From an optimization exercise on the open Yosys and OpenROAD flow, aimed at small area, a short achievable clock period and few clock cycles; shortcuts taken in it are not production practice. At most, simulation tests tie the RTL to the original design; equivalence was not proved. No functional check of the RTL was part of runs 1 to 3. In every run shown here, the design's own scripts or RTL, not TritonCTS, make the clock network. No driver is modelled on the clock port, so clock power and skew are understated where the tree is cut down; a real chip needs a root buffer or a tree. Power and IR drop assume default switching activity.

### design/flow/design.v
module fifo_axi #(
    parameter DATA_WIDTH = 32,   
    parameter ADDR_WIDTH = 4     
)(
    input  wire                  clk,
    input  wire                  rst_n,
    input  wire [DATA_WIDTH-1:0] din,       
    input  wire                  hold,      
    input  wire                  push,      
    output reg                   full,
    output wire [DATA_WIDTH-1:0] dout_lo,   
    output wire [DATA_WIDTH-1:0] dout_hi,   
    input  wire                  pop,       
    output reg                   empty,
    output wire                  full_nx,
    output wire                  empty_nx
);
  localparam DEPTH = (1 << ADDR_WIDTH);
  reg [DATA_WIDTH-1:0] fifo_mem [0:DEPTH-1];
  reg [DEPTH-1:0] tail;    
  reg [DEPTH-1:0] head;    
  reg [DEPTH:0]   cnt;     
  wire one_left = cnt[1];
  wire one_free = cnt[DEPTH-1];
  wire [DEPTH-1:0] tail_nxt  = {tail[DEPTH-2:0], tail[DEPTH-1]};
  wire [DEPTH-1:0] head_nxt  = {head[DEPTH-2:0], head[DEPTH-1]};
  wire [DEPTH-1:0] head_push = empty ? tail : head;
  wire [DEPTH-1:0] head_pop  = one_left ? {DEPTH{1'b0}} : head_nxt;
  wire [DATA_WIDTH-1:0] pair_n [0:DEPTH/2-1];
  genvar g;
  generate
    for (g = 0; g < DEPTH/2; g = g + 1) begin : g_pair
      fifo_aoi22 #(.W(DATA_WIDTH)) u_aoi (
          .a(fifo_mem[2*g]), .sa(head[2*g]),
          .b(fifo_mem[2*g+1]), .sb(head[2*g+1]),
          .y(pair_n[g]));
    end
  endgenerate
  fifo_nand4 #(.W(DATA_WIDTH)) u_lo (
      .a(pair_n[0]), .b(pair_n[1]), .c(pair_n[2]), .d(pair_n[3]), .y(dout_lo));
  fifo_nand4 #(.W(DATA_WIDTH)) u_hi (
      .a(pair_n[4]), .b(pair_n[5]), .c(pair_n[6]), .d(pair_n[7]), .y(dout_hi));
  generate
    for (g = 0; g < DEPTH; g = g + 1) begin : g_row
      always @(posedge clk) begin
        if (tail[g] && !hold && !full)
          fifo_mem[g] <= din;
      end
    end
  endgenerate
  wire [DEPTH:0] cnt_nx = !rst_n ? {{DEPTH{1'b0}}, 1'b1}
                       : push   ? {cnt[DEPTH-1:0], 1'b0}
                       : pop    ? {1'b0, cnt[DEPTH:1]}
                       : cnt;
  assign full_nx  = cnt_nx[DEPTH];
  assign empty_nx = cnt_nx[0];
  always @(posedge clk) begin
    cnt   <= cnt_nx;
    full  <= full_nx;
    empty <= empty_nx;
  end
  always @(posedge clk) begin
    if (!rst_n) begin
      tail <= {{(DEPTH-1){1'b0}}, 1'b1};
      head <= {DEPTH{1'b0}};
    end else if (push) begin
      tail <= tail_nxt;
      head <= head_push;
    end else if (pop) begin
      head <= head_pop;
    end
  end
endmodule
module fifo_aoi22 #(
    parameter W = 32
)(
    input  wire [W-1:0] a,
    input  wire         sa,
    input  wire [W-1:0] b,
    input  wire         sb,
    output wire [W-1:0] y
);
  assign y = ~((a & {W{sa}}) | (b & {W{sb}}));
endmodule
module fifo_nand4 #(
    parameter W = 32
)(
    input  wire [W-1:0] a,
    input  wire [W-1:0] b,
    input  wire [W-1:0] c,
    input  wire [W-1:0] d,
    output wire [W-1:0] y
);
  assign y = ~(a & b & c & d);
endmodule
module axi_pcie_fifo_accel #(
    parameter DATA_WIDTH  = 32,
    parameter ADDR_WIDTH  = 4,
    parameter ADDR_LSB    = 2       
)(
    input  wire         s_axi_aclk,
    input  wire         s_axi_aresetn,
    input  wire [31:0]  s_axi_awaddr,
    input  wire         s_axi_awvalid,
    output wire         s_axi_awready,
    input  wire [31:0]  s_axi_wdata,
    input  wire [3:0]   s_axi_wstrb,
    input  wire         s_axi_wvalid,
    output wire         s_axi_wready,
    output wire [1:0]   s_axi_bresp,
    output wire         s_axi_bvalid,
    input  wire         s_axi_bready,
    input  wire [31:0]  s_axi_araddr,
    input  wire         s_axi_arvalid,
    output wire         s_axi_arready,
    output wire [31:0]  s_axi_rdata,
    output wire [1:0]   s_axi_rresp,
    output wire         s_axi_rvalid,
    input  wire         s_axi_rready
);
  assign s_axi_bresp = 2'b00;
  assign s_axi_rresp = 2'b00;
  wire fifo_full;
  wire fifo_empty;
  wire fifo_full_nx;
  wire fifo_empty_nx;
  wire [DATA_WIDTH-1:0] fifo_dout_lo;
  wire [DATA_WIDTH-1:0] fifo_dout_hi;
  reg awready;      
  reg wready;
  reg bvalid;
  reg aw_pend;      
  reg aw_push;      
  reg w_pend;       
  reg b_two;        
  wire aw_hs   = s_axi_awvalid && awready;
  wire w_hs    = s_axi_wvalid && wready;
  wire aw_have = aw_hs || aw_pend;
  wire w_have  = w_hs || w_pend;
  wire wr_done = aw_have && w_have;
  wire aw_is0  = (s_axi_awaddr[ADDR_LSB+1:ADDR_LSB] == 2'b00);
  reg p_aw_ws;      
  reg p_aw_w;       
  reg p_w;          
  wire push    = (s_axi_awvalid && aw_is0 && (p_aw_ws || (s_axi_wvalid && p_aw_w)))
              || (s_axi_wvalid && p_w);
  wire b_hs    = bvalid && s_axi_bready;
  wire aw_pend_n = aw_have && !w_have;
  wire w_pend_n  = w_have && !aw_have;
  wire b_one_n   = wr_done || (bvalid && !b_hs) || b_two;
  wire b_two_n   = wr_done ? (bvalid && !b_hs) || b_two : (b_two && !b_hs);
  wire awready_n = !aw_pend_n && !b_two_n;
  wire wready_n  = !w_pend_n && !b_two_n;
  always @(posedge s_axi_aclk) begin
    if (!s_axi_aresetn) begin
      aw_pend <= 1'b0;
      w_pend  <= 1'b0;
      b_two   <= 1'b0;
      bvalid  <= 1'b0;
      awready <= 1'b1;
      wready  <= 1'b1;
    end else begin
      aw_pend <= aw_pend_n;
      w_pend  <= w_pend_n;
      bvalid  <= b_one_n;
      b_two   <= b_two_n;
      awready <= awready_n;
      wready  <= wready_n;
    end
  end
  wire aw_push_n = aw_hs ? aw_is0 : aw_push;
  always @(posedge s_axi_aclk) begin
    aw_push <= aw_push_n;
  end
  always @(posedge s_axi_aclk) begin
    if (!s_axi_aresetn) begin
      p_aw_ws <= 1'b0;
      p_aw_w  <= 1'b1;
      p_w     <= 1'b0;
    end else begin
      p_aw_ws <= awready_n && w_pend_n && !fifo_full_nx;
      p_aw_w  <= awready_n && wready_n && !fifo_full_nx;
      p_w     <= aw_pend_n && aw_push_n && wready_n && !fifo_full_nx;
    end
  end
  axi_reg1 #(.INIT(1'b1)) u_awready (.clk(s_axi_aclk), .rst_n(s_axi_aresetn), .d(awready_n), .q(s_axi_awready));
  axi_reg1 #(.INIT(1'b1)) u_wready  (.clk(s_axi_aclk), .rst_n(s_axi_aresetn), .d(wready_n),  .q(s_axi_wready));
  axi_reg1 #(.INIT(1'b0)) u_bvalid  (.clk(s_axi_aclk), .rst_n(s_axi_aresetn), .d(b_one_n),   .q(s_axi_bvalid));
  reg rvalid;      
  reg skid_v;      
  reg skid_pop;    
  reg skid_stat;   
  wire ar_hs   = s_axi_arvalid && !skid_v;
  wire ar_pop  = (s_axi_araddr[ADDR_LSB+1:ADDR_LSB] == 2'b01);
  wire ar_stat = (s_axi_araddr[ADDR_LSB+1:ADDR_LSB] == 2'b10);
  wire r_free  = !rvalid || s_axi_rready;
  wire t_pop   = skid_v ? skid_pop : ar_pop;
  wire t_stat  = skid_v ? skid_stat : ar_stat;
  reg q_skid;       
  reg q_ar;         
  wire fifo_pop = r_free && (q_skid || (q_ar && s_axi_arvalid && ar_pop));
  wire skid_v_n = skid_v ? !r_free : (ar_hs && !r_free);
  wire rvalid_n = !r_free || skid_v || s_axi_arvalid;
  always @(posedge s_axi_aclk) begin
    if (!s_axi_aresetn) begin
      rvalid <= 1'b0;
      skid_v <= 1'b0;
    end else begin
      rvalid <= rvalid_n;
      skid_v <= skid_v_n;
    end
  end
  wire skid_pop_n = ar_hs ? ar_pop : skid_pop;
  always @(posedge s_axi_aclk) begin
    if (ar_hs) skid_stat <= ar_stat;
    skid_pop <= skid_pop_n;
  end
  always @(posedge s_axi_aclk) begin
    if (!s_axi_aresetn) begin
      q_skid <= 1'b0;
      q_ar   <= 1'b0;
    end else begin
      q_skid <= skid_v_n && skid_pop_n && !fifo_empty_nx;
      q_ar   <= !skid_v_n && !fifo_empty_nx;
    end
  end
  axi_reg1 #(.INIT(1'b1)) u_arready (.clk(s_axi_aclk), .rst_n(s_axi_aresetn), .d(!skid_v_n), .q(s_axi_arready));
  axi_reg1 #(.INIT(1'b0)) u_rvalid  (.clk(s_axi_aclk), .rst_n(s_axi_aresetn), .d(rvalid_n),  .q(s_axi_rvalid));
  wire hold   = !r_free;
  wire s_pop  = r_free && t_pop;
  wire s_dead = r_free && t_pop && fifo_empty;
  wire s_stat = r_free && t_stat;
  wire [31:0] x_val = ({32{s_dead}} & 32'hDEAD_DEAD)
                    | {30'd0, s_stat && fifo_full, s_stat && fifo_empty};
  wire [31:0] n_lo, n_hi;
  wire [31:0] n_qx = ~(({32{hold}} & s_axi_rdata) | x_val);
  wire [31:0] rdata_d;
  axi_nand2s u_nlo (.a(fifo_dout_lo), .s(s_pop), .y(n_lo));
  axi_nand2s u_nhi (.a(fifo_dout_hi), .s(s_pop), .y(n_hi));
  axi_nand3  u_d   (.a(n_lo), .b(n_hi), .c(n_qx), .y(rdata_d));
  axi_rdata_reg u_rdata (.clk(s_axi_aclk), .d(rdata_d), .q(s_axi_rdata));
  fifo_axi #(
      .DATA_WIDTH(DATA_WIDTH),
      .ADDR_WIDTH(ADDR_WIDTH)
  ) fifo_inst (
      .clk(s_axi_aclk),
      .rst_n(s_axi_aresetn),
      .din(s_axi_wdata),
      .hold(w_pend),
      .push(push),
      .full(fifo_full),
      .dout_lo(fifo_dout_lo),
      .dout_hi(fifo_dout_hi),
      .pop(fifo_pop),
      .empty(fifo_empty),
      .full_nx(fifo_full_nx),
      .empty_nx(fifo_empty_nx)
  );
endmodule
module axi_rdata_reg (
    input  wire        clk,
    input  wire [31:0] d,
    output reg  [31:0] q
);
  always @(posedge clk) q <= d;
endmodule
module axi_reg1 #(
    parameter INIT = 1'b0
)(
    input  wire clk,
    input  wire rst_n,
    input  wire d,
    output reg  q
);
  always @(posedge clk) q <= rst_n ? d : INIT;
endmodule
module axi_nand2s (
    input  wire [31:0] a,
    input  wire        s,
    output wire [31:0] y
);
  assign y = ~(a & {32{s}});
endmodule
module axi_nand3 (
    input  wire [31:0] a,
    input  wire [31:0] b,
    input  wire [31:0] c,
    output wire [31:0] y
);
  assign y = ~(a & b & c);
endmodule
module accelerator_mod #(
   parameter DATA_W = 32,
   parameter ADDR_W = 4
)(
   input  wire            pcie_clk,           
   input  wire            pcie_rstn,
   input  wire [31:0]     pcie_axi_awaddr,
   input  wire            pcie_axi_awvalid,
   output wire            pcie_axi_awready,
   input  wire [31:0]     pcie_axi_wdata,
   input  wire [3:0]      pcie_axi_wstrb,
   input  wire            pcie_axi_wvalid,
   output wire            pcie_axi_wready,
   output wire [1:0]      pcie_axi_bresp,
   output wire            pcie_axi_bvalid,
   input  wire            pcie_axi_bready,
   input  wire [31:0]     pcie_axi_araddr,
   input  wire            pcie_axi_arvalid,
   output wire            pcie_axi_arready,
   output wire [31:0]     pcie_axi_rdata,
   output wire [1:0]      pcie_axi_rresp,
   output wire            pcie_axi_rvalid,
   input  wire            pcie_axi_rready
);
   axi_pcie_fifo_accel #(
      .DATA_WIDTH (DATA_W),
      .ADDR_WIDTH (ADDR_W)
   ) u_fifo_accel (
      .s_axi_aclk   (pcie_clk),
      .s_axi_aresetn(pcie_rstn),
      .s_axi_awaddr (pcie_axi_awaddr),
      .s_axi_awvalid(pcie_axi_awvalid),
      .s_axi_awready(pcie_axi_awready),
      .s_axi_wdata  (pcie_axi_wdata),
      .s_axi_wstrb  (pcie_axi_wstrb),
      .s_axi_wvalid (pcie_axi_wvalid),
      .s_axi_wready (pcie_axi_wready),
      .s_axi_bresp  (pcie_axi_bresp),
      .s_axi_bvalid (pcie_axi_bvalid),
      .s_axi_bready (pcie_axi_bready),
      .s_axi_araddr (pcie_axi_araddr),
      .s_axi_arvalid(pcie_axi_arvalid),
      .s_axi_arready(pcie_axi_arready),
      .s_axi_rdata  (pcie_axi_rdata),
      .s_axi_rresp  (pcie_axi_rresp),
      .s_axi_rvalid (pcie_axi_rvalid),
      .s_axi_rready (pcie_axi_rready)
   );
endmodule
### design/flow/flow/mycts.tcl
# Two-level clock tree: one root buffer fed by the clock port, driving one
# leaf buffer per cluster of flip-flops (clusters by k-means on position).
proc mycts_build {} {
  set block [ord::get_db_block]
  set db [ord::get_db]
  set clk_port [$block findBTerm pcie_clk]
  set clk_net [$clk_port getNet]
  set master [$db findMaster sky130_fd_sc_hd__clkbuf_16]
  set sinks {}
  foreach it [$clk_net getITerms] { lappend sinks $it }
  set n [llength $sinks]
  set csize [expr {[info exists ::env(MYCTS_CLUSTER)] ? $::env(MYCTS_CLUSTER) : 28}]
  set k [expr {int(ceil(double($n) / $csize))}]
  # positions
  set xs {}; set ys {}
  foreach it $sinks {
    set inst [$it getInst]
    set bb [$inst getBBox]
    lappend xs [expr {([$bb xMin] + [$bb xMax]) / 2.0}]
    lappend ys [expr {([$bb yMin] + [$bb yMax]) / 2.0}]
  }
  # init centers: grid over bounding box
  set xmin [tcl::mathfunc::min {*}$xs]; set xmax [tcl::mathfunc::max {*}$xs]
  set ymin [tcl::mathfunc::min {*}$ys]; set ymax [tcl::mathfunc::max {*}$ys]
  set g [expr {int(ceil(sqrt($k)))}]
  set cx {}; set cy {}
  for {set i 0} {$i < $k} {incr i} {
    set gx [expr {$i % $g}]; set gy [expr {$i / $g}]
    lappend cx [expr {$xmin + ($gx + 0.5) * ($xmax - $xmin) / $g}]
    lappend cy [expr {$ymin + ($gy + 0.5) * ($ymax - $ymin) / $g}]
  }
  # balanced k-means: capacity-limited greedy assignment
  set cap [expr {int(ceil(double($n) / $k)) + 2}]
  for {set iter 0} {$iter < 25} {incr iter} {
    set pairs {}
    for {set s 0} {$s < $n} {incr s} {
      set x [lindex $xs $s]; set y [lindex $ys $s]
      for {set c 0} {$c < $k} {incr c} {
        set d [expr {abs($x - [lindex $cx $c]) + abs($y - [lindex $cy $c])}]
        lappend pairs [list $d $s $c]
      }
    }
    set pairs [lsort -real -index 0 $pairs]
    set asg [lrepeat $n -1]
    set cnt [lrepeat $k 0]
    set left $n
    foreach p $pairs {
      lassign $p d s c
      if {[lindex $asg $s] >= 0} continue
      if {[lindex $cnt $c] >= $cap} continue
      lset asg $s $c
      lset cnt $c [expr {[lindex $cnt $c] + 1}]
      incr left -1
      if {$left == 0} break
    }
    set sx [lrepeat $k 0.0]; set sy [lrepeat $k 0.0]
    for {set s 0} {$s < $n} {incr s} {
      set c [lindex $asg $s]
      lset sx $c [expr {[lindex $sx $c] + [lindex $xs $s]}]
      lset sy $c [expr {[lindex $sy $c] + [lindex $ys $s]}]
    }
    for {set c 0} {$c < $k} {incr c} {
      if {[lindex $cnt $c] > 0} {
        lset cx $c [expr {[lindex $sx $c] / [lindex $cnt $c]}]
        lset cy $c [expr {[lindex $sy $c] / [lindex $cnt $c]}]
      }
    }
  }
  set nr [expr {[info exists ::env(MYCTS_ROOTS)] ? $::env(MYCTS_ROOTS) : 4}]
  set mx [expr {[tcl::mathop::+ {*}$cx] / $k}]
  set my [expr {[tcl::mathop::+ {*}$cy] / $k}]
  set rgrp {}
  for {set c 0} {$c < $k} {incr c} {
    if {$nr == 1} { lappend rgrp 0; continue }
    set q [expr {([lindex $cx $c] >= $mx ? 1 : 0) + ([lindex $cy $c] >= $my ? 2 : 0)}]
    if {$nr == 2} { set q [expr {$q & 1}] }
    lappend rgrp $q
  }
  set rnets {}
  for {set r 0} {$r < 4} {incr r} {
    set members {}
    for {set c 0} {$c < $k} {incr c} { if {[lindex $rgrp $c] == $r} { lappend members $c } }
    if {[llength $members] == 0} { lappend rnets {}; continue }
    set rx 0.0; set ry 0.0
    foreach c $members { set rx [expr {$rx + [lindex $cx $c]}]; set ry [expr {$ry + [lindex $cy $c]}] }
    set rx [expr {int($rx / [llength $members])}]; set ry [expr {int($ry / [llength $members])}]
    set root [odb::dbInst_create $block $master clkroot_$r]
    $root setLocation $rx $ry
    $root setPlacementStatus PLACED
    set rnet [odb::dbNet_create $block clknet_root_$r]
    $rnet setSigType CLOCK
    [$root findITerm A] connect $clk_net
    [$root findITerm X] connect $rnet
    lappend rnets $rnet
  }
  for {set c 0} {$c < $k} {incr c} {
    set b [odb::dbInst_create $block $master clkleaf_$c]
    $b setLocation [expr {int([lindex $cx $c])}] [expr {int([lindex $cy $c])}]
    $b setPlacementStatus PLACED
    set lnet [odb::dbNet_create $block clknet_leaf_$c]
    $lnet setSigType CLOCK
    [$b findITerm A] connect [lindex $rnets [lindex $rgrp $c]]
    [$b findITerm X] connect $lnet
    lappend leafnets $lnet
  }
  for {set s 0} {$s < $n} {incr s} {
    set it [lindex $sinks $s]
    $it disconnect
    $it connect [lindex $leafnets [lindex $asg $s]]
  }
  puts "mycts: $n sinks, $k leaf buffers, cluster cap $cap"
}
### design/flow/flow/run.sh
#!/bin/bash
# Standard layout, with plain buffers on the ports and a two-level clock tree
# (flow/mycts.tcl) in place of TritonCTS.
set -o pipefail
here=$(pwd)
echo 'export BUFFER_PORTS_ARGS = -buffer_cell sky130_fd_sc_hd__buf_2' >> config.mk
echo "export PRE_CTS_TCL = $here/flow/pre_cts.tcl" >> config.mk
bash standard.sh > standard.log 2>&1
### design/flow/standard.sh
#!/bin/bash
# synth_recipe.tcl (not shown) runs the flow's synth.tcl, then flattens the netlist and writes it again
# the make line also repeats each setting of config.mk as NAME=value (left out here)
make -C /OpenROAD-flow-scripts/flow DESIGN_CONFIG=/design/flow/config.mk WORK_HOME=/design/flow/orfs CLKGATE_MAP_FILE= SYNTH_SCRIPT=/design/flow/synth_recipe.tcl "${@:-finish}"
### design/flow/constraint.sdc
create_clock -name core_clock -period 2.8 [get_ports {pcie_clk}]
set_input_delay 0.5600 -clock core_clock [delete_from_list [all_inputs] [get_ports {pcie_clk}]]
set_output_delay 0.5600 -clock core_clock [all_outputs]
set_load 0.01 [all_outputs]
### design/flow/config.mk
export PLATFORM = sky130hd
export DESIGN_NAME = accelerator_mod
export DESIGN_NICKNAME = accelerator_mod
export VERILOG_FILES = /design/flow/design.v
export SDC_FILE = /design/flow/constraint.sdc
export NUM_CORES = 4
export LEC_CHECK = 0
export CAP_MARGIN = 20
export CORE_MARGIN = 2
export CORE_UTILIZATION = 60
export PLACE_DENSITY = 0.7
export SETUP_SLACK_MARGIN = 1.1
export SLEW_MARGIN = 20
export SYNTH_HIERARCHICAL = 1
export BUFFER_PORTS_ARGS = -buffer_cell sky130_fd_sc_hd__buf_2
export PRE_CTS_TCL = /design/flow/flow/pre_cts.tcl
### design/flow/flow/pre_cts.tcl
# Replaces TritonCTS with the two-level tree of mycts.tcl.
source [file join [file dirname [info script]] mycts.tcl]
proc clock_tree_synthesis {args} { mycts_build }
==> out/qor.log, run 1 <==
[sta] setup repair after global routing missed its margin yes
[clocking] Clk Latency, worst-skew pair 0.36 ns
[floorplan] starting density of the core 60.4%
[synthesis] area share of the leading cell type in the synthesized netlist 68.3%
[layout] number of nets at the end of the flow 1599
[placed_design] number of buffers added on ports 79
[synthesis] async set-or-reset flop fraction in the synthesized netlist 0%
[synthesis] Cell Area, Synth 22600 um2
[sta] hold violation total from the final report 0
[layout] final standard cell count with taps included and fillers excluded 1966
[placed_design] standard cell area after detailed placement 23500 um2
[grt] Tot GR Track Use 27.6%
[synthesis] Yosys reg bits 614
[synthesis] share of synthesized area occupied by flip-flops and latches 77.3%
[pwr] cell area power density 619 nW/um2
[sta] Slew Limit Fails 0
[sta] minimum clock period 1.71 ns
[sta] Rel. slew slack 32.6%
[synthesis] Netlist cell types 45
[pwr] reported leakage power 8.58 nW
[layout] signed area change from the synthesized netlist to the final layout 12.3%
[detailed_routing] Residual DRC 0
[sta] pin slew with the least headroom to its limit 1.01 ns
[placed_design] HPWL after detailed placement 28.9 mm
[status] run status timing/DRC/antenna clean
[sta] setup violation total in the final timing report 0
[synthesis] Post-synth top flop sky130_fd_sc_hd__edfxtp_1
[grt] antenna violations before repair 1
[detailed_routing] detailed router's first-iteration violation count 1354
[setup_path] launching point of the worst reg2reg path u_fifo_accel.p_aw_w
[placed_design] final weighted congestion of routability-driven global placement 0.760
[synthesis] Post-Synthesis Mean Instance Area 16.4 um2
[synthesis] instance count of the mapped netlist 1375
[min_path] Min-Delay Path Class flip-flop to flip-flop
[grt] overall overflow remaining after global route 0
[setup_path] data arrival at the endpoint of the critical path 1.98 ns
[setup_path] setup slack of the worst register-to-register path 1.10 ns
[grt] global-route wire length before repair 79.1 mm
[detailed_routing] vias after detailed routing 13000
[min_path] worst hold start u_fifo_accel.u_rdata.q[31]
[sta] final sum of negative setup slack 0 ns
[sta] highest clock frequency the design can meet 0.584 GHz
[layout] most common cell after layout, fill and taps aside sky130_fd_sc_hd__edfxtp_1
[layout] cell area after layout 25300 um2
[synthesis] main area contributors after synthesis sky130_fd_sc_hd__edfxtp_1 (68%), sky130_fd_sc_hd__dfxtp_1 (9.0%), sky130_fd_sc_hd__a22oi_1 (8.6%), sky130_fd_sc_hd__buf_6 (2.0%), sky130_fd_sc_hd__nand4_1 (1.8%)
[grt] vias in the first global route 12600
[detailed_routing] 1st-pass router iterations 5
[pwr] Worst IR Drop VDD 0.514 mV
[placed_design] Placed Instances 1902
[floorplan] die extent in y 198 um
[clocking] CTS clock-pin slew for the worst setup and hold paths 0.10 ns
[synthesis] Yosys warnings 13
[pwr] total power 15.7 mW
[floorplan] placeable core area 37300 um2
[floorplan] x dimension of the die 198 um
[setup_path] depth of the worst register-to-register path 7
[floorplan] FP Rows 71
[layout] layout cell share with drive strength beyond 1 22.6%
[grt] largest net degree at the start of global routing 51
[clocking] post-cts hold buffer count 0
[sta] final worst clock skew 0.0201 ns
[detailed_routing] drt via density 6.59
[setup_path] terminus of the critical flop-to-flop path u_fifo_accel.p_w
[setup_path] element type at the critical path end flip-flop
[sta] tightest hold margin 0.473 ns
[setup_path] data required time of the worst path 3.07 ns
[job] max cap viols 0
[synthesis] number of enable-type register cells in the synthesized netlist 513
[setup_path] type of element launching the critical path input pin
[sta] Final Cycle Share 61.2%
[detailed_routing] final WL 54.5 mm
[detailed_routing] antenna violation net count after detailed routing 0
[floorplan] I/O pins 148
[min_path] hold path cells 2
[setup_path] startpoint-to-endpoint class of the critical path input pin to flip-flop
[detailed_routing] per-cell routed wire length 27.7 um
[setup_path] highest fanout seen on the critical path 4
[synthesis] cell type contributing the most total cell area after synthesis sky130_fd_sc_hd__edfxtp_1
[layout] most frequent cells in the layout sky130_fd_sc_hd__edfxtp_1 (513), sky130_fd_sc_hd__a22oi_1 (257), sky130_fd_sc_hd__dfxtp_1 (83)
[floorplan] die area 39200 um2
[min_path] Hold EP u_fifo_accel.u_rdata.q[31]
## Yosys cell counts (2+ instances only)
| cell | instances |
|---|---|
| sky130_fd_sc_hd__a21oi_1 | 24 |
| sky130_fd_sc_hd__edfxtp_1 | 513 |
| sky130_fd_sc_hd__mux2i_1 | 32 |
| sky130_fd_sc_hd__and2_1 | 34 |
| sky130_fd_sc_hd__mux2_2 | 3 |
| sky130_fd_sc_hd__nand2_1 | 97 |
| sky130_fd_sc_hd__a31oi_1 | 3 |
| sky130_fd_sc_hd__nor2_1 | 22 |
| sky130_fd_sc_hd__a221oi_2 | 10 |
| sky130_fd_sc_hd__nor2b_1 | 20 |
| sky130_fd_sc_hd__a21o_1 | 2 |
| sky130_fd_sc_hd__buf_2 | 26 |
| sky130_fd_sc_hd__nor3b_1 | 2 |
| sky130_fd_sc_hd__nand2b_1 | 5 |
| sky130_fd_sc_hd__inv_1 | 3 |
| sky130_fd_sc_hd__a22oi_1 | 258 |
| sky130_fd_sc_hd__nand4_1 | 64 |
| sky130_fd_sc_hd__a221oi_1 | 7 |
| sky130_fd_sc_hd__dfxtp_1 | 101 |
| sky130_fd_sc_hd__nor3_1 | 4 |
| sky130_fd_sc_hd__buf_4 | 7 |
| sky130_fd_sc_hd__clkbuf_1 | 8 |
| sky130_fd_sc_hd__nand3_1 | 34 |
| sky130_fd_sc_hd__buf_1 | 2 |
| sky130_fd_sc_hd__buf_6 | 40 |
| sky130_fd_sc_hd__o21ai_0 | 35 |
## how the worst max path moves through the flow
| stage | startpoint | to | depth (start not counted) |
|---|---|---|---|
| 3_5_place_dp | pcie_axi_awaddr[3] | u_fifo_accel.p_w | 9 |
| 5_1_grt | u_fifo_accel.p_aw_w | u_fifo_accel.p_w | 7 |
| 2_1_floorplan | pcie_axi_rready | u_fifo_accel.p_w | 11 |
| 3_3_place_gp | pcie_axi_awaddr[3] | u_fifo_accel.fifo_inst.head[15] | 9 |
| 4_1_cts | pcie_axi_awaddr[2] | u_fifo_accel.p_w | 9 |
| 6_report | pcie_axi_wvalid | u_fifo_accel.p_w | 8 |
## where the power goes
group          switching [mW]  total (mW)  internal (mW)
Sequential              0.229        10.3           10.1
Clock                    2.42        4.11           1.69
Combinational           0.772        1.27          0.502
## Yosys stat by module, one instance, submodules excluded, a selection
module | cells inside | copies in the design | flops+latches | cell area [um2]
axi_nand2s | 35 | 2 | 0 | 154
axi_nand3 | 32 | 1 | 0 | 160
axi_rdata_reg | 32 | 1 | 32 | 641
## cell type report
type | instances | area, um2
timing repair buffer | 168 | 1590
antenna | 2 | 5.00
sequential | 614 | 17500
buffer | 26 | 651
fill | 2476 | 12000
inverter | 3 | 11.3
multi-input combinational | 679 | 5000
tap | 474 | 593
## timing repair
item / CTS / global route
gates cloned: 11 / 0
setup buffers: 22 / 3
pin swaps: 45 / 7
endpoints found under the setup margin: 89 / 87
gates resized for setup: 147 / 20
hold endpoints to repair: 0 / 0
## worst max-delay path, stage by stage
cell                      delay (ns)
sky130_fd_sc_hd__buf_2          0.13
sky130_fd_sc_hd__a21oi_2        0.17
sky130_fd_sc_hd__o21ai_4        0.11
sky130_fd_sc_hd__buf_6          0.13
sky130_fd_sc_hd__a22oi_2        0.16
sky130_fd_sc_hd__nor2b_2        0.07
sky130_fd_sc_hd__or3_4          0.39
sky130_fd_sc_hd__nor4b_4        0.26
## metrics by stage
| stage | utilization (%) | setup WS [ns] |
|---|---|---|
| after global placement | 63.0 | 0.471 |
| after detailed placement | 63.0 | 0.352 |
| after global routing | 67.8 | 1.03 |
| final | 67.8 | 1.09 |
| after floorplan | - | 0.424 |
| after CTS | 67.6 | 0.745 |
## logic make-up (layout without fill, tap and decap cells)
| family | Yosys count | in the layout | share of synthesized area (%) |
|---|---|---|---|
| AOI/OAI and AO/OA | 347 | 347 | 11.3 |
| muxes | 37 | 38 | 1.74 |
| DFF | 614 | 614 | 77.3 |
| and+or+nand+nor | 290 | 290 | 6.61 |
| other | 1 | 6 | 0.0166 |
| buffers and inverters | 86 | 197 | 3.02 |
## flip-flops by register name, summed over array words and instances, names as in the netlist, 16 cells and up
name	cells
u_fifo_accel.u_rdata.q	32
u_fifo_accel.fifo_inst.tail	16
u_fifo_accel.fifo_inst.head	16
u_fifo_accel.fifo_inst.fifo_mem	512
u_fifo_accel.fifo_inst.cnt	16
## metal layers
metal	track usage [%]	vias up	wire length [um]
met3	4.85	85	4570
met1	37.5	6632	21800
met5	0	-	0
met2	46.5	562	26600
met4	7.63	0	1560
li1	-	5684	-
==> inputs of run 2 (changes only) <==
--- a/design/flow/design.v
+++ b/design/flow/design.v
@@ -6,5 +6,5 @@
     input  wire                  rst_n,
     input  wire [DATA_WIDTH-1:0] din,       
-    input  wire                  hold,      
+    input  wire                  hold_nx,   
     input  wire                  push,      
     output reg                   full,
@@ -21,4 +21,5 @@
   reg [DEPTH-1:0] head;    
   reg [DEPTH:0]   cnt;     
+  reg [DEPTH-1:0] wen;     
   wire one_left = cnt[1];
   wire one_free = cnt[DEPTH-1];
@@ -44,5 +45,5 @@
     for (g = 0; g < DEPTH; g = g + 1) begin : g_row
       always @(posedge clk) begin
-        if (tail[g] && !hold && !full)
+        if (wen[g])
           fifo_mem[g] <= din;
       end
@@ -60,4 +61,10 @@
     empty <= empty_nx;
   end
+  wire [DEPTH-1:0] tail_nx = !rst_n ? {{(DEPTH-1){1'b0}}, 1'b1}
+                           : push   ? tail_nxt
+                           : tail;
+  always @(posedge clk) begin
+    wen <= tail_nx & {DEPTH{!full_nx && !(hold_nx && rst_n)}};
+  end
   always @(posedge clk) begin
     if (!rst_n) begin
@@ -195,8 +202,9 @@
   wire ar_stat = (s_axi_araddr[ADDR_LSB+1:ADDR_LSB] == 2'b10);
   wire r_free  = !rvalid || s_axi_rready;
-  wire t_pop   = skid_v ? skid_pop : ar_pop;
   wire t_stat  = skid_v ? skid_stat : ar_stat;
   reg q_skid;       
   reg q_ar;         
+  reg t_skid_n;     
+  reg t_ar;         
   wire fifo_pop = r_free && (q_skid || (q_ar && s_axi_arvalid && ar_pop));
   wire skid_v_n = skid_v ? !r_free : (ar_hs && !r_free);
@@ -218,16 +226,26 @@
   always @(posedge s_axi_aclk) begin
     if (!s_axi_aresetn) begin
-      q_skid <= 1'b0;
-      q_ar   <= 1'b0;
+      q_skid   <= 1'b0;
+      q_ar     <= 1'b0;
+      t_skid_n <= 1'b1;
+      t_ar     <= 1'b1;
     end else begin
-      q_skid <= skid_v_n && skid_pop_n && !fifo_empty_nx;
-      q_ar   <= !skid_v_n && !fifo_empty_nx;
+      q_skid   <= skid_v_n && skid_pop_n && !fifo_empty_nx;
+      q_ar     <= !skid_v_n && !fifo_empty_nx;
+      t_skid_n <= !(skid_v_n && skid_pop_n);
+      t_ar     <= !skid_v_n;
     end
   end
   axi_reg1 #(.INIT(1'b1)) u_arready (.clk(s_axi_aclk), .rst_n(s_axi_aresetn), .d(!skid_v_n), .q(s_axi_arready));
   axi_reg1 #(.INIT(1'b0)) u_rvalid  (.clk(s_axi_aclk), .rst_n(s_axi_aresetn), .d(rvalid_n),  .q(s_axi_rvalid));
-  wire hold   = !r_free;
-  wire s_pop  = r_free && t_pop;
-  wire s_dead = r_free && t_pop && fifo_empty;
+  wire rready_n, hold, a3_n, ar_npop, t_pop_n, s_pop, not_empty, s_dead;
+  axi_g_inv   u_g0 (.a(s_axi_rready), .y(rready_n));
+  axi_g_and2  u_g1 (.a(rvalid), .b(rready_n), .y(hold));
+  axi_g_inv   u_g2 (.a(s_axi_araddr[ADDR_LSB+1]), .y(a3_n));
+  axi_g_nand3 u_g3 (.a(t_ar), .b(s_axi_araddr[ADDR_LSB]), .c(a3_n), .y(ar_npop));
+  axi_g_and2  u_g4 (.a(t_skid_n), .b(ar_npop), .y(t_pop_n));
+  axi_g_nor2  u_g5 (.a(hold), .b(t_pop_n), .y(s_pop));
+  axi_g_inv   u_g6 (.a(fifo_empty), .y(not_empty));
+  axi_g_nor3  u_g7 (.a(hold), .b(t_pop_n), .c(not_empty), .y(s_dead));
   wire s_stat = r_free && t_stat;
   wire [31:0] x_val = ({32{s_dead}} & 32'hDEAD_DEAD)
@@ -247,5 +265,5 @@
       .rst_n(s_axi_aresetn),
       .din(s_axi_wdata),
-      .hold(w_pend),
+      .hold_nx(w_pend_n),
       .push(push),
       .full(fifo_full),
@@ -290,4 +308,19 @@
   assign y = ~(a & b & c);
 endmodule
+module axi_g_inv (input wire a, output wire y);
+  assign y = ~a;
+endmodule
+module axi_g_and2 (input wire a, input wire b, output wire y);
+  assign y = a & b;
+endmodule
+module axi_g_nor2 (input wire a, input wire b, output wire y);
+  assign y = ~(a | b);
+endmodule
+module axi_g_nand3 (input wire a, input wire b, input wire c, output wire y);
+  assign y = ~(a & b & c);
+endmodule
+module axi_g_nor3 (input wire a, input wire b, input wire c, output wire y);
+  assign y = ~(a | b | c);
+endmodule
 module accelerator_mod #(
    parameter DATA_W = 32,
==> out/qor.log, run 2 <==
[status] run status timing/DRC/antenna clean
[layout] Antenna diodes 0
[pwr] cell area power density 625 nW/um2
[sta] minimum clock period 1.68 ns
[sta] Rel. slew slack 30.6%
[placed_design] standard cell area after detailed placement 23900 um2
[layout] number of nets at the end of the flow 1637
[synthesis] main area contributors after synthesis sky130_fd_sc_hd__edfxtp_1 (67%), sky130_fd_sc_hd__dfxtp_1 (10%), sky130_fd_sc_hd__a22oi_1 (8.4%), sky130_fd_sc_hd__nand4_1 (1.8%), sky130_fd_sc_hd__buf_6 (1.6%)
[setup_path] type of element launching the critical path input pin
[pwr] reported leakage power 8.42 nW
[sta] setup violation total in the final timing report 0
[placed_design] number of buffers added on ports 79
[setup_path] data required time of the worst path 3.08 ns
[floorplan] starting density of the core 60.8%
[synthesis] Post-synth top flop sky130_fd_sc_hd__edfxtp_1
[synthesis] cell type contributing the most total cell area after synthesis sky130_fd_sc_hd__edfxtp_1
[sta] final sum of negative setup slack 0 ns
[sta] hold violation total from the final report 0
[detailed_routing] 1st-pass router iterations 6
[min_path] Min-Delay Path Class flip-flop to flip-flop
[layout] flip-flop count of the largest register after layout 512
[placed_design] HPWL after detailed placement 30.3 mm
[synthesis] Cell Area, Synth 22900 um2
[sta] highest clock frequency the design can meet 0.594 GHz
[detailed_routing] antenna violation net count after detailed routing 0
[grt] Tot GR Track Use 28.6%
[placed_design] final weighted congestion of routability-driven global placement 0.798
[floorplan] x dimension of the die 199 um
[synthesis] async set-or-reset flop fraction in the synthesized netlist 0%
[detailed_routing] Residual DRC 0
[pwr] Worst IR Drop VDD 0.481 mV
[synthesis] share of synthesized area occupied by flip-flops and latches 77.6%
[floorplan] placeable core area 37700 um2
[layout] registers with the most flip-flops u_fifo_accel.fifo_inst.fifo_mem x512, u_fifo_accel.u_rdata.q x32
[synthesis] area share of the leading cell type in the synthesized netlist 67.2%
[clocking] Clk Latency, worst-skew pair 0.39 ns
[sta] setup repair after global routing missed its margin yes
[clocking] CTS clock-pin slew for the worst setup and hold paths 0.11 ns
[layout] signed area change from the synthesized netlist to the final layout 12.0%
[floorplan] die area 39800 um2
[setup_path] data arrival at the endpoint of the critical path 1.96 ns
[synthesis] most frequent cells after synthesis sky130_fd_sc_hd__edfxtp_1 (513), sky130_fd_sc_hd__a22oi_1 (257), sky130_fd_sc_hd__dfxtp_1 (119), sky130_fd_sc_hd__nand2_1 (98), sky130_fd_sc_hd__nand4_1 (65)
[sta] Slew Limit Fails 0
[layout] Reg with most FFs u_fifo_accel.fifo_inst.fifo_mem
[grt] overall overflow remaining after global route 0
[synthesis] Yosys reg bits 632
[setup_path] highest fanout seen on the critical path 4
[sta] Final Cycle Share 60.1%
[synthesis] Post-Synthesis Mean Instance Area 16.3 um2
[setup_path] startpoint-to-endpoint class of the critical path input pin to flip-flop
[floorplan] FP Rows 71
[synthesis] number of enable-type register cells in the synthesized netlist 513
[floorplan] I/O pins 148
[detailed_routing] per-cell routed wire length 27.9 um
[detailed_routing] detailed router's first-iteration violation count 1689
[synthesis] Yosys warnings 13
[floorplan] die extent in y 199 um
[grt] global-route wire length before repair 82.5 mm
[detailed_routing] final WL 56.8 mm
[layout] most frequent cells in the layout sky130_fd_sc_hd__edfxtp_1 (513), sky130_fd_sc_hd__a22oi_1 (257), sky130_fd_sc_hd__dfxtp_1 (87)
[layout] fill count 2556
[detailed_routing] vias after detailed routing 13300
[grt] vias in the first global route 12900
[synthesis] Netlist cell types 43
[synthesis] most frequent cell after synthesis sky130_fd_sc_hd__edfxtp_1
[grt] antenna violations before repair 2
[job] max cap viols 0
[layout] layout cell share with drive strength beyond 1 21.2%
[sta] pin slew with the least headroom to its limit 1.04 ns
[layout] most common cell after layout, fill and taps aside sky130_fd_sc_hd__edfxtp_1
[sta] final worst clock skew 0.0687 ns
[layout] cell area after layout 25700 um2
[synthesis] instance count of the mapped netlist 1407
[setup_path] element type at the critical path end flip-flop
[grt] largest net degree at the start of global routing 54
[detailed_routing] drt via density 6.54
run 2: changes by cell type in the layout (fill, tap and decap cells not counted), sizes merged, moves of 3 or more:
cell   change
buf        +6
dfxtp     +18
nor3       -3
nand3      +4
nor3b     +14
nor2b      +3
a21oi      +3
and2      -13
run 2: repair_timing:
item | in CTS | in global routing
pin swaps | 43 | 1
setup buffers | 28 | 1
hold buffers | 0 | 0
endpoints found under the setup margin | 103 | 15
cloned | 14 | 0
gates resized for setup | 140 | 11
run 2: cell type report:
class | instances | area [um2] | area share (%)
multi-input cells | 688 | 4860 | 18.9
inverters | 5 | 18.8 | 0.0731
flip-flops and latches | 632 | 17800 | 69.5
repair buffers | 176 | 1650 | 6.42
plain buffers | 27 | 676 | 2.63
well taps | 511 | 639 | 2.49
run 2: worst paths after layout:
path                                  start                    endpoint  slack (ns)  depth (start not counted)
max                      pcie_axi_awaddr[2]         u_fifo_accel.p_aw_w        1.12                         10
min              u_fifo_accel.u_rdata.q[23]  u_fifo_accel.u_rdata.q[23]        0.49                          2
max reg2reg  u_fifo_accel.fifo_inst.head[6]  u_fifo_accel.u_rdata.q[15]        1.16                          5
min reg2reg      u_fifo_accel.u_rdata.q[23]  u_fifo_accel.u_rdata.q[23]        0.49                          2
run 2: cell families (layout without fill, tap and decap cells):
group                  Yosys count  after routing  share of synthesized area [%]
AO/OA/AOI/OAI                  350            350                           11.0
flip-flops                     632            632                           77.6
AND/OR/NAND/NOR                298            298                           6.98
other                            1              4                         0.0164
buffers and inverters           91            208                           2.84
multiplexers                    35             36                           1.56
run 2: power breakdown:
group / total [mW] / internal [mW] / switching (mW) / leakage, nW
Clock: 4.27 / 1.75 / 2.52 / 0.333
Sequential: 10.5 / 10.3 / 0.211 / 5.64
Combinational: 1.25 / 0.509 / 0.741 / 2.45
Total: 16.0 / 12.6 / 3.47 / 8.42
run 2: metrics by stage:
step                      power (mW)  util (%)  worst slack (ns)  instances  hold WS, ns
after floorplan                 11.3         -             0.835       1410        0.445
after global placement          11.7      63.4             0.200       1968        0.460
after detailed placement        11.7      63.4             0.314       1969        0.458
after CTS                       15.3      68.1             0.764       2038        0.454
after global routing            16.5      68.2              1.06       2039        0.507
final                           16.0      68.2              1.12       2039        0.485
run 2: modules after synthesis (local to each module, per instance), excerpt:
module | area (um2) | flops+latches | cells | times used
axi_g_inv | 3.75 | 0 | 1 | 3
axi_g_and2 | 6.26 | 0 | 1 | 2
axi_nand3 | 160 | 0 | 32 | 1
axi_g_nand3 | 5.00 | 0 | 1 | 1
axi_rdata_reg | 641 | 32 | 32 | 1
axi_g_nor2 | 3.75 | 0 | 1 | 1
axi_nand2s | 154 | 0 | 35 | 2
axi_g_nor3 | 10.0 | 0 | 1 | 1
run 2: per-layer routing:
metal  share of wire (%)  GRT usage (%)
met5               0.037              0
met4                 3.4           8.40
met3                 9.4           4.44
met2                  47           46.0
met1                  40           41.1
run 2: worst max-delay path: stages:
cell and delay (ns):
sky130_fd_sc_hd__buf_6 0.10, sky130_fd_sc_hd__nor2_4 0.10, sky130_fd_sc_hd__nand2_2 0.07, sky130_fd_sc_hd__o21ai_4 0.23
sky130_fd_sc_hd__nor3b_2 0.09, sky130_fd_sc_hd__a21oi_2 0.12, sky130_fd_sc_hd__nor2b_2 0.07, sky130_fd_sc_hd__nor2_2 0.09
sky130_fd_sc_hd__or4b_1 0.44, sky130_fd_sc_hd__nand4_1 0.10
==> inputs of run 3 (changes only) <==
--- a/design/flow/config.mk
+++ b/design/flow/config.mk
@@ -10,5 +10,5 @@
 export CORE_UTILIZATION = 60
 export PLACE_DENSITY = 0.7
-export SETUP_SLACK_MARGIN = 1.1
+export SETUP_SLACK_MARGIN = 1.0
 export SLEW_MARGIN = 20
 export SYNTH_HIERARCHICAL = 1
==> out/qor.log, run 3 <==
[setup_path] launching point of the worst reg2reg path u_fifo_accel.p_aw_w
[layout] most frequent cells in the layout sky130_fd_sc_hd__edfxtp_1 (513), sky130_fd_sc_hd__a22oi_1 (257), sky130_fd_sc_hd__nand2_1 (97)
[pwr] Worst IR Drop VDD 0.460 mV
[setup_path] setup slack of the worst register-to-register path 1.07 ns
[setup_path] data arrival at the endpoint of the critical path 2.02 ns
[layout] final core utilization 66.1%
[sta] final worst clock skew 0.0545 ns
[synthesis] Cell Area, Synth 22900 um2
[synthesis] async set-or-reset flop fraction in the synthesized netlist 0%
[grt] antenna violations before repair 2
[floorplan] starting density of the core 60.8%
[floorplan] x dimension of the die 199 um
[sta] hold violation total from the final report 0
[placed_design] HPWL after detailed placement 27.1 mm
[floorplan] die extent in y 199 um
[synthesis] Post-Synthesis Mean Instance Area 16.3 um2
[layout] number of nets at the end of the flow 1594
[min_path] Min-Delay Path Class flip-flop to flip-flop
[pwr] share of total power consumed by net switching 21.2%
[min_path] worst hold start u_fifo_accel.u_rdata.q[17]
[detailed_routing] met3 WL 4.32 mm
[setup_path] startpoint-to-endpoint class of the critical path flip-flop to flip-flop
[synthesis] Yosys warnings 13
[layout] layout cell share with drive strength beyond 1 16.0%
[synthesis] Post-synth top flop sky130_fd_sc_hd__edfxtp_1
[clocking] CTS clock-pin slew for the worst setup and hold paths 0.09 ns
[setup_path] terminus of the critical flop-to-flop path u_fifo_accel.p_aw_w
[pwr] P_sw 3.36 mW
[detailed_routing] top sig layer met4
[synthesis] Yosys reg bits 632
[pwr] total power 15.8 mW
[layout] signed area change from the synthesized netlist to the final layout 8.59%
[detailed_routing] Residual DRC 0
[detailed_routing] vias after detailed routing 13000
[min_path] hold path cells 2
[synthesis] Netlist cell types 43
[setup_path] highest fanout seen on the critical path 5
[synthesis] most frequent cell after synthesis sky130_fd_sc_hd__edfxtp_1
[setup_path] data required time of the worst path 3.08 ns
[layout] registers with the most flip-flops u_fifo_accel.fifo_inst.fifo_mem x512, u_fifo_accel.u_rdata.q x32
[setup_path] depth of the worst register-to-register path 9
[sta] highest clock frequency the design can meet 0.577 GHz
[grt] Tot GR Track Use 26.0%
[synthesis] cell type contributing the most total cell area after synthesis sky130_fd_sc_hd__edfxtp_1
[clocking] Clk Latency, worst-skew pair 0.38 ns
[layout] flip-flop count of the largest register after layout 512
[detailed_routing] detailed router's first-iteration violation count 1581
[pwr] part of the total power dissipated in the clock network 27.0%
[placed_design] number of buffers added on ports 79
[min_path] Hold EP u_fifo_accel.u_rdata.q[17]
[grt] largest net degree at the start of global routing 70
[pwr] cell area power density 636 nW/um2
[sta] setup repair after global routing missed its margin yes
[clocking] post-cts hold buffer count 0
[job] max cap viols 0
[detailed_routing] met2 wirelength from detailed routing 24.3 mm
[sta] Slew Limit Fails 0
[placed_design] final weighted congestion of routability-driven global placement 0.778
[detailed_routing] wire length on met1 21.7 mm
[floorplan] placeable core area 37700 um2
[status] run status timing/DRC/antenna clean
[detailed_routing] antenna violation net count after detailed routing 0
[floorplan] I/O pins 148
[detailed_routing] per-cell routed wire length 25.8 um
[detailed_routing] final WL 51.5 mm
[layout] most common cell after layout, fill and taps aside sky130_fd_sc_hd__edfxtp_1
[setup_path] type of element launching the critical path flip-flop
[detailed_routing] 1st-pass router iterations 7
[pwr] relative contribution of sequential cells to total power 66.8%
[floorplan] FP Rows 71
[grt] vias in the first global route 12400
[sta] tightest hold margin 0.479 ns
[setup_path] element type at the critical path end flip-flop
[pwr] internal power 12.5 mW
[sta] Final Cycle Share 61.9%
[floorplan] die area 39800 um2
[grt] global-route wire length before repair 76.7 mm
[sta] Rel. slew slack 23.2%
[sta] setup violation total in the final timing report 0
[sta] pin slew with the least headroom to its limit 1.15 ns
[sta] minimum clock period 1.73 ns
[synthesis] number of enable-type register cells in the synthesized netlist 513
[synthesis] share of synthesized area occupied by flip-flops and latches 77.6%
[layout] Reg with most FFs u_fifo_accel.fifo_inst.fifo_mem
[pwr] reported leakage power 7.98 nW
[synthesis] most frequent cells after synthesis sky130_fd_sc_hd__edfxtp_1 (513), sky130_fd_sc_hd__a22oi_1 (257), sky130_fd_sc_hd__dfxtp_1 (119), sky130_fd_sc_hd__nand2_1 (98), sky130_fd_sc_hd__nand4_1 (65)
[grt] overall overflow remaining after global route 0
[synthesis] main area contributors after synthesis sky130_fd_sc_hd__edfxtp_1 (67%), sky130_fd_sc_hd__dfxtp_1 (10%), sky130_fd_sc_hd__a22oi_1 (8.4%), sky130_fd_sc_hd__nand4_1 (1.8%), sky130_fd_sc_hd__buf_6 (1.6%)
[pwr] Comb pwr share 6.2%
[detailed_routing] drt via density 6.49
[synthesis] area share of the leading cell type in the synthesized netlist 67.2%
[synthesis] instance count of the mapped netlist 1407
[sta] final sum of negative setup slack 0 ns
==> run 3: cell counts after synthesis <==
No cell type changed its count.
==> run 3: through the flow <==
stage,setup slack (ns),cells,cell area [um2]
final,1.07,1999,24900
after detailed placement,0.456,1947,23700
after global placement,0.474,1947,23700
after floorplan,0.835,1410,23000
after global routing,0.969,1996,24900
after CTS,0.718,1996,24900
==> run 3: what timing repair did <==
item / in CTS / in global routing
setup buffers: 17 / 0
pin swaps: 14 / 0
cloned: 5 / 0
resized for setup: 60 / 3
setup endpoints to repair: 101 / 9
==> run 3: modules after synthesis, one instance, submodules excluded, a selection <==
module | cell area, um2 | cells inside | flops+latches
axi_rdata_reg | 641 | 32 | 32
axi_nand3 | 160 | 32 | 0
axi_nand2s | 154 | 35 | 0
axi_g_nor3 | 10.0 | 1 | 0
axi_g_and2 | 6.26 | 1 | 0
axi_g_nand3 | 5.00 | 1 | 0
axi_g_inv | 3.75 | 1 | 0
axi_g_nor2 | 3.75 | 1 | 0
==> run 3: worst max-delay path by stage <==
stage	startpoint	end	slack (ns)
after CTS	pcie_axi_awaddr[2]	u_fifo_accel.p_aw_w	0.72
after global routing	u_fifo_accel.p_aw_w	u_fifo_accel.p_aw_w	0.97
final	u_fifo_accel.p_aw_w	u_fifo_accel.p_aw_w	1.07
after floorplan	pcie_axi_wvalid	u_fifo_accel.p_aw_w	0.83
after global placement	pcie_axi_awaddr[3]	u_fifo_accel.p_aw_w	0.47
after detailed placement	pcie_axi_awaddr[3]	u_fifo_accel.p_aw_w	0.46
==> run 3: layout make-up <==
cell class / instances / area [um2]
Antenna cell: 3 / 7.51
Buffer: 27 / 676
Fill cell: 2599 / 12800
Inverter: 5 / 18.8
Multi-Input combinational cell: 688 / 4690
Sequential cell: 632 / 17800
Tap cell: 511 / 639
Timing Repair Buffer: 133 / 1030
==> run 3: worst max-delay path, cell delays in order (launching register included) <==
cell and delay [ns]:
sky130_fd_sc_hd__dfxtp_1 0.34, sky130_fd_sc_hd__a21oi_4 0.15, sky130_fd_sc_hd__o21ai_4 0.08, sky130_fd_sc_hd__buf_12 0.14, sky130_fd_sc_hd__buf_8 0.12, sky130_fd_sc_hd__a21oi_2 0.13, sky130_fd_sc_hd__nor2b_2 0.06, sky130_fd_sc_hd__nor2_1 0.11
sky130_fd_sc_hd__or4b_1 0.44, sky130_fd_sc_hd__nand4_1 0.10
==> run 3: cell families after synthesis <==
| family | synth area share [%] |
|---|---|
| compound gates | 11.0 |
| mux | 1.56 |
| other cells | 0.0164 |
| flops | 77.6 |
| simple gates | 6.98 |
| buf+inv | 2.84 |
==> run 3: power groups by stage <==
stage               Sequential [mW]  Combinational (mW)  Clock (mW)
global route                   10.6                1.08        4.64
floorplan                      10.7               0.602           0
global placement               10.8               0.879           0
detailed placement             10.8               0.898           0
CTS                            10.8               0.973        3.30
finish                         10.6               0.978        4.27
==> run 3: per-layer routing <==
metal  GRT usage, %  up-vias
li1               -     5720
met1           38.6     6623
met2           42.1      550
met3           3.14       78
met4           5.40        0
met5              0        -
==> inputs of run 4 (changes only) <==
--- a/design/flow/design.v
+++ b/design/flow/design.v
@@ -6,5 +6,5 @@
     input  wire                  rst_n,
     input  wire [DATA_WIDTH-1:0] din,       
-    input  wire                  hold_nx,   
+    input  wire                  hold,      
     input  wire                  push,      
     output reg                   full,
@@ -20,10 +20,12 @@
   reg [DEPTH-1:0] tail;    
   reg [DEPTH-1:0] head;    
-  reg [DEPTH:0]   cnt;     
-  reg [DEPTH-1:0] wen;     
-  wire one_left = cnt[1];
-  wire one_free = cnt[DEPTH-1];
+  reg one_left;            
+  reg one_free;            
   wire [DEPTH-1:0] tail_nxt  = {tail[DEPTH-2:0], tail[DEPTH-1]};
   wire [DEPTH-1:0] head_nxt  = {head[DEPTH-2:0], head[DEPTH-1]};
+  wire [DEPTH-1:0] head_nxt2 = {head[DEPTH-3:0], head[DEPTH-1:DEPTH-2]};
+  wire [DEPTH-1:0] tail_nxt2 = {tail[DEPTH-3:0], tail[DEPTH-1:DEPTH-2]};
+  wire two_left = |(head_nxt2 & tail);
+  wire two_free = |(tail_nxt2 & head);
   wire [DEPTH-1:0] head_push = empty ? tail : head;
   wire [DEPTH-1:0] head_pop  = one_left ? {DEPTH{1'b0}} : head_nxt;
@@ -45,35 +47,30 @@
     for (g = 0; g < DEPTH; g = g + 1) begin : g_row
       always @(posedge clk) begin
-        if (wen[g])
+        if (tail[g] && !hold && !full)
           fifo_mem[g] <= din;
       end
     end
   endgenerate
-  wire [DEPTH:0] cnt_nx = !rst_n ? {{DEPTH{1'b0}}, 1'b1}
-                       : push   ? {cnt[DEPTH-1:0], 1'b0}
-                       : pop    ? {1'b0, cnt[DEPTH:1]}
-                       : cnt;
-  assign full_nx  = cnt_nx[DEPTH];
-  assign empty_nx = cnt_nx[0];
+  assign full_nx  = rst_n && (push ? one_free : (!pop && full));
+  assign empty_nx = !rst_n || (push ? 1'b0 : (pop ? one_left : empty));
   always @(posedge clk) begin
-    cnt   <= cnt_nx;
     full  <= full_nx;
     empty <= empty_nx;
   end
-  wire [DEPTH-1:0] tail_nx = !rst_n ? {{(DEPTH-1){1'b0}}, 1'b1}
-                           : push   ? tail_nxt
-                           : tail;
-  always @(posedge clk) begin
-    wen <= tail_nx & {DEPTH{!full_nx && !(hold_nx && rst_n)}};
-  end
   always @(posedge clk) begin
     if (!rst_n) begin
-      tail <= {{(DEPTH-1){1'b0}}, 1'b1};
-      head <= {DEPTH{1'b0}};
+      tail     <= {{(DEPTH-1){1'b0}}, 1'b1};
+      head     <= {DEPTH{1'b0}};
+      one_left <= 1'b0;
+      one_free <= 1'b0;
     end else if (push) begin
-      tail <= tail_nxt;
-      head <= head_push;
+      tail     <= tail_nxt;
+      head     <= head_push;
+      one_left <= empty;
+      one_free <= two_free;
     end else if (pop) begin
-      head <= head_pop;
+      head     <= head_pop;
+      one_free <= full;
+      one_left <= two_left;
     end
   end
@@ -202,9 +199,8 @@
   wire ar_stat = (s_axi_araddr[ADDR_LSB+1:ADDR_LSB] == 2'b10);
   wire r_free  = !rvalid || s_axi_rready;
+  wire t_pop   = skid_v ? skid_pop : ar_pop;
   wire t_stat  = skid_v ? skid_stat : ar_stat;
   reg q_skid;       
   reg q_ar;         
-  reg t_skid_n;     
-  reg t_ar;         
   wire fifo_pop = r_free && (q_skid || (q_ar && s_axi_arvalid && ar_pop));
   wire skid_v_n = skid_v ? !r_free : (ar_hs && !r_free);
@@ -226,26 +222,16 @@
   always @(posedge s_axi_aclk) begin
     if (!s_axi_aresetn) begin
-      q_skid   <= 1'b0;
-      q_ar     <= 1'b0;
-      t_skid_n <= 1'b1;
-      t_ar     <= 1'b1;
+      q_skid <= 1'b0;
+      q_ar   <= 1'b0;
     end else begin
-      q_skid   <= skid_v_n && skid_pop_n && !fifo_empty_nx;
-      q_ar     <= !skid_v_n && !fifo_empty_nx;
-      t_skid_n <= !(skid_v_n && skid_pop_n);
-      t_ar     <= !skid_v_n;
+      q_skid <= skid_v_n && skid_pop_n && !fifo_empty_nx;
+      q_ar   <= !skid_v_n && !fifo_empty_nx;
     end
   end
   axi_reg1 #(.INIT(1'b1)) u_arready (.clk(s_axi_aclk), .rst_n(s_axi_aresetn), .d(!skid_v_n), .q(s_axi_arready));
   axi_reg1 #(.INIT(1'b0)) u_rvalid  (.clk(s_axi_aclk), .rst_n(s_axi_aresetn), .d(rvalid_n),  .q(s_axi_rvalid));
-  wire rready_n, hold, a3_n, ar_npop, t_pop_n, s_pop, not_empty, s_dead;
-  axi_g_inv   u_g0 (.a(s_axi_rready), .y(rready_n));
-  axi_g_and2  u_g1 (.a(rvalid), .b(rready_n), .y(hold));
-  axi_g_inv   u_g2 (.a(s_axi_araddr[ADDR_LSB+1]), .y(a3_n));
-  axi_g_nand3 u_g3 (.a(t_ar), .b(s_axi_araddr[ADDR_LSB]), .c(a3_n), .y(ar_npop));
-  axi_g_and2  u_g4 (.a(t_skid_n), .b(ar_npop), .y(t_pop_n));
-  axi_g_nor2  u_g5 (.a(hold), .b(t_pop_n), .y(s_pop));
-  axi_g_inv   u_g6 (.a(fifo_empty), .y(not_empty));
-  axi_g_nor3  u_g7 (.a(hold), .b(t_pop_n), .c(not_empty), .y(s_dead));
+  wire hold   = !r_free;
+  wire s_pop  = r_free && t_pop;
+  wire s_dead = r_free && t_pop && fifo_empty;
   wire s_stat = r_free && t_stat;
   wire [31:0] x_val = ({32{s_dead}} & 32'hDEAD_DEAD)
@@ -265,5 +251,5 @@
       .rst_n(s_axi_aresetn),
       .din(s_axi_wdata),
-      .hold_nx(w_pend_n),
+      .hold(w_pend),
       .push(push),
       .full(fifo_full),
@@ -308,19 +294,4 @@
   assign y = ~(a & b & c);
 endmodule
-module axi_g_inv (input wire a, output wire y);
-  assign y = ~a;
-endmodule
-module axi_g_and2 (input wire a, input wire b, output wire y);
-  assign y = a & b;
-endmodule
-module axi_g_nor2 (input wire a, input wire b, output wire y);
-  assign y = ~(a | b);
-endmodule
-module axi_g_nand3 (input wire a, input wire b, input wire c, output wire y);
-  assign y = ~(a & b & c);
-endmodule
-module axi_g_nor3 (input wire a, input wire b, input wire c, output wire y);
-  assign y = ~(a | b | c);
-endmodule
 module accelerator_mod #(
    parameter DATA_W = 32,
==> design/flow/flow/run.sh (replaced) <==
#!/bin/bash
# Standard layout, with plain buffers on the ports and a two-level clock tree
# (flow/mycts.tcl: clkbuf_16 roots, clkbuf_8 leaves of about 20 flip-flops)
# in place of TritonCTS.
set -o pipefail
here=$(pwd)
echo 'export BUFFER_PORTS_ARGS = -buffer_cell sky130_fd_sc_hd__buf_2' >> config.mk
echo "export PRE_CTS_TCL = $here/flow/pre_cts.tcl" >> config.mk
export MYCTS_LEAF=sky130_fd_sc_hd__clkbuf_8
export MYCTS_CLUSTER=20
bash standard.sh > standard.log 2>&1
--- a/design/flow/flow/mycts.tcl
+++ b/design/flow/flow/mycts.tcl
@@ -7,4 +7,6 @@
   set clk_net [$clk_port getNet]
   set master [$db findMaster sky130_fd_sc_hd__clkbuf_16]
+  set leaf_cell [expr {[info exists ::env(MYCTS_LEAF)] ? $::env(MYCTS_LEAF) : "sky130_fd_sc_hd__clkbuf_16"}]
+  set leaf_master [$db findMaster $leaf_cell]
   set sinks {}
   foreach it [$clk_net getITerms] { lappend sinks $it }
@@ -95,5 +97,5 @@
   }
   for {set c 0} {$c < $k} {incr c} {
-    set b [odb::dbInst_create $block $master clkleaf_$c]
+    set b [odb::dbInst_create $block $leaf_master clkleaf_$c]
     $b setLocation [expr {int([lindex $cx $c])}] [expr {int([lindex $cy $c])}]
     $b setPlacementStatus PLACED
--- a/design/flow/config.mk
+++ b/design/flow/config.mk
@@ -10,5 +10,5 @@
 export CORE_UTILIZATION = 60
 export PLACE_DENSITY = 0.7
-export SETUP_SLACK_MARGIN = 1.0
+export SETUP_SLACK_MARGIN = 1.1
 export SLEW_MARGIN = 20
 export SYNTH_HIERARCHICAL = 1
==> out/qor.log, run 4 <==
[status] run status timing/DRC/antenna clean
[synthesis] Yosys reg bits 601
[pwr] cell area power density 606 nW/um2
[floorplan] x dimension of the die 196 um
[layout] flip-flop count of the largest register after layout 512
[detailed_routing] detailed router's first-iteration violation count 1269
[layout] registers with the most flip-flops u_fifo_accel.fifo_inst.fifo_mem x512, u_fifo_accel.u_rdata.q x32
[pwr] reported leakage power 8.29 nW
[sta] pin slew with the least headroom to its limit 0.735 ns
[detailed_routing] vias after detailed routing 12800
[layout] fill count 2420
[layout] Sequential cell area 17200 um2
[layout] signed area change from the synthesized netlist to the final layout 11.9%
[synthesis] main area contributors after synthesis sky130_fd_sc_hd__edfxtp_1 (70%), sky130_fd_sc_hd__a22oi_1 (9.0%), sky130_fd_sc_hd__dfxtp_1 (8.0%), sky130_fd_sc_hd__nand4_1 (1.9%), sky130_fd_sc_hd__buf_6 (1.8%)
[job] max cap viols 0
[synthesis] Post-synth top flop sky130_fd_sc_hd__edfxtp_1
[setup_path] Cell Chain, Critical Path or3b_4, a21oi_4, buf_8, buf_6, buf_16, nand2_2, nand3_2
[grt] overall overflow remaining after global route 0
[sta] final worst clock skew 0.0313 ns
[synthesis] most frequent cell after synthesis sky130_fd_sc_hd__edfxtp_1
[sta] Rel. slew slack 51.0%
[synthesis] Netlist cell types 50
[floorplan] die area 38400 um2
[grt] vias in the first global route 12400
[setup_path] highest fanout seen on the critical path 8
[setup_path] data arrival at the endpoint of the critical path 1.98 ns
[layout] most frequent cells in the layout sky130_fd_sc_hd__edfxtp_1 (513), sky130_fd_sc_hd__a22oi_1 (263), sky130_fd_sc_hd__buf_2 (75)
[clocking] Clk Latency, worst-skew pair 0.36 ns
[floorplan] I/O pins 148
[sta] Final Cycle Share 60.4%
[detailed_routing] antenna violation net count after detailed routing 0
[sta] Slew Limit Fails 0
[placed_design] final weighted congestion of routability-driven global placement 0.779
[sta] hold violation total from the final report 0
[detailed_routing] Residual DRC 0
[synthesis] area share of the leading cell type in the synthesized netlist 69.7%
[grt] Tot GR Track Use 27.8%
[grt] antenna violations before repair 1
[setup_path] startpoint-to-endpoint class of the critical path flip-flop to flip-flop
[synthesis] instance count of the mapped netlist 1322
[placed_design] HPWL after detailed placement 27.6 mm
[detailed_routing] 1st-pass router iterations 6
[placed_design] number of buffers added on ports 79
[layout] most common cell after layout, fill and taps aside sky130_fd_sc_hd__edfxtp_1
[layout] number of nets at the end of the flow 1559
[pwr] Worst IR Drop VDD 0.451 mV
[min_path] Min-Delay Path Class flip-flop to flip-flop
[clocking] CTS clock-pin slew for the worst setup and hold paths 0.11 ns
[grt] largest net degree at the start of global routing 37
[sta] tightest hold margin 0.484 ns
[synthesis] Yosys warnings 13
[synthesis] most frequent cells after synthesis sky130_fd_sc_hd__edfxtp_1 (513), sky130_fd_sc_hd__a22oi_1 (264), sky130_fd_sc_hd__dfxtp_1 (88), sky130_fd_sc_hd__nand2_1 (83), sky130_fd_sc_hd__nand4_1 (66)
[synthesis] Post-Synthesis Mean Instance Area 16.7 um2
[grt] global-route wire length before repair 78.8 mm
[layout] final core utilization 67.8%
[sta] highest clock frequency the design can meet 0.591 GHz
[floorplan] starting density of the core 60.6%
[floorplan] FP Rows 70
[synthesis] cell type contributing the most total cell area after synthesis sky130_fd_sc_hd__edfxtp_1
[setup_path] delay of the slowest cell on the worst path 0.43 ns
[detailed_routing] per-cell routed wire length 27.8 um
[sta] setup repair after global routing missed its margin yes
[synthesis] async set-or-reset flop fraction in the synthesized netlist 0%
[layout] Reg with most FFs u_fifo_accel.fifo_inst.fifo_mem
[sta] final sum of negative setup slack 0 ns
[synthesis] number of enable-type register cells in the synthesized netlist 513
[detailed_routing] drt via density 6.67
[sta] setup violation total in the final timing report 0
[setup_path] slowest cell on the critical path sky130_fd_sc_hd__or3b_4
[setup_path] data required time of the worst path 3.08 ns
[sta] minimum clock period 1.69 ns
[setup_path] type of element launching the critical path flip-flop
[synthesis] share of synthesized area occupied by flip-flops and latches 77.7%
[layout] area of the multi-input gates 4780 um2
[detailed_routing] final WL 53.4 mm
[floorplan] placeable core area 36400 um2
[floorplan] die extent in y 196 um
[setup_path] element type at the critical path end flip-flop
[layout] layout cell share with drive strength beyond 1 23.8%
[synthesis] Cell Area, Synth 22100 um2
run 4: changes by cell type in the layout (fill, tap and decap cells not counted), sizes merged, moves of 3 or more:
| cell | change |
|---|---|
| mux2i | -16 |
| nor3b | -14 |
| a22oi | +7 |
| buf | +34 |
| a31oi | +3 |
| nand3 | -3 |
| a221oi | +5 |
| o21ai | -12 |
| nor3 | +3 |
| clkbuf | +8 |
| dfxtp | -31 |
| nand2 | -15 |
| a22o | +5 |
run 4: final cells by class:
class	count	area share (%)
diodes	1	0.0101
plain buffers	35	2.13
inverters	3	0.0456
multi-input cells	645	19.4
flip-flops and latches	601	69.6
well taps	468	2.37
repair buffers	166	6.48
run 4: routing by layer:
layer / track usage (%) / share of wire [%] / up-vias
li1: - / - / 5566
met2: 46.8 / 50 / 589
met4: 8.50 / 3.0 / 0
met3: 2.75 / 7.6 / 112
met5: 0 / 0 / -
met1: 39.0 / 40 / 6530
run 4: repair_timing:
item                       CTS  global route
pin swaps                   21             3
resized for setup          108            39
gates cloned                10             0
setup endpoints to repair   72            40
hold buffers                 0             0
buffers inserted            25             3
run 4: power by group:
group | switching, mW | leakage [nW] | internal, mW
sequential | 0.226 | 5.39 | 9.88
combinational | 0.749 | 2.63 | 0.510
clock | 2.34 | 0.272 | 1.27
total | 3.32 | 8.29 | 11.7
run 4: worst paths after layout:
kind | cells past startpoint | startpoint | slack [ns] | to
max reg2reg | 7 | u_fifo_accel.skid_v | 1.11 | u_fifo_accel.u_rdata.q[24]
max | 7 | u_fifo_accel.skid_v | 1.11 | u_fifo_accel.u_rdata.q[24]
min reg2reg | 2 | u_fifo_accel.u_rdata.q[17] | 0.48 | u_fifo_accel.u_rdata.q[17]
min | 2 | u_fifo_accel.u_rdata.q[17] | 0.48 | u_fifo_accel.u_rdata.q[17]
run 4: cells by family after synthesis:
| group | after synthesis | synth area share (%) |
|---|---|---|
| flops | 601 | 77.7 |
| compound gates | 354 | 12.2 |
| simple gates | 266 | 6.24 |
| buf+inv | 79 | 2.89 |
| mux | 21 | 0.974 |
| other cells | 1 | 0.0170 |
run 4: modules after synthesis, one instance, submodules excluded, excerpt:
module,cell area [um2],flops+latches,cells,times used
axi_nand3,160,0,32,1
axi_rdata_reg,641,32,32,1
axi_nand2s,154,0,35,2
run 4: worst max-delay path: cells and delay by family (launching register included):
family	cells	cell delay (ns)
buf+inv	3	0.45
flops	1	0.38
simple gates	3	0.57
compound gates	1	0.21
run 4: metrics by stage:
step	setup slack [ns]	power [mW]	cell area, um2	cells
2_1_floorplan	0.680	10.8	22200	1325
6_report	1.11	15.0	24700	1919
3_3_place_gp	0.448	11.3	23100	1845
5_1_grt	1.07	15.4	24700	1918
4_1_cts	0.818	14.2	24500	1915
3_5_place_dp	0.389	11.3	23100	1845
Testbench counts of run 4, summed over its fixed seeds: cycles 5,881.

[what the ideal ports hide]
Ports are ideal in the flow. The routed layouts listed here were re-timed in OpenROAD. Step 1 sets driving cells, clkbuf_16 on the clock port and buf_2 on the other inputs (assumed; they add their load-dependent delay and slew). Step 2 also shifts input and output timing later by t, the mid clock arrival at the registers, as if the neighbouring blocks saw the same clock. a / b / c = ideal / step 1 / step 2; a / b = the first two.
| run | shift t [ns] | setup WS [ns] |
|---|---|---|
| run 1 | 0.464 | 1.087 / 1.096 / 0.721 |
| run 2 | 0.464 | 1.117 / 1.123 / 0.731 |
| run 3 | 0.464 | 1.067 / 1.067 / 0.678 |
| run 4 | 0.454 | 1.109 / 1.109 / 0.794 |
After both steps setup and hold are still met in every run listed.
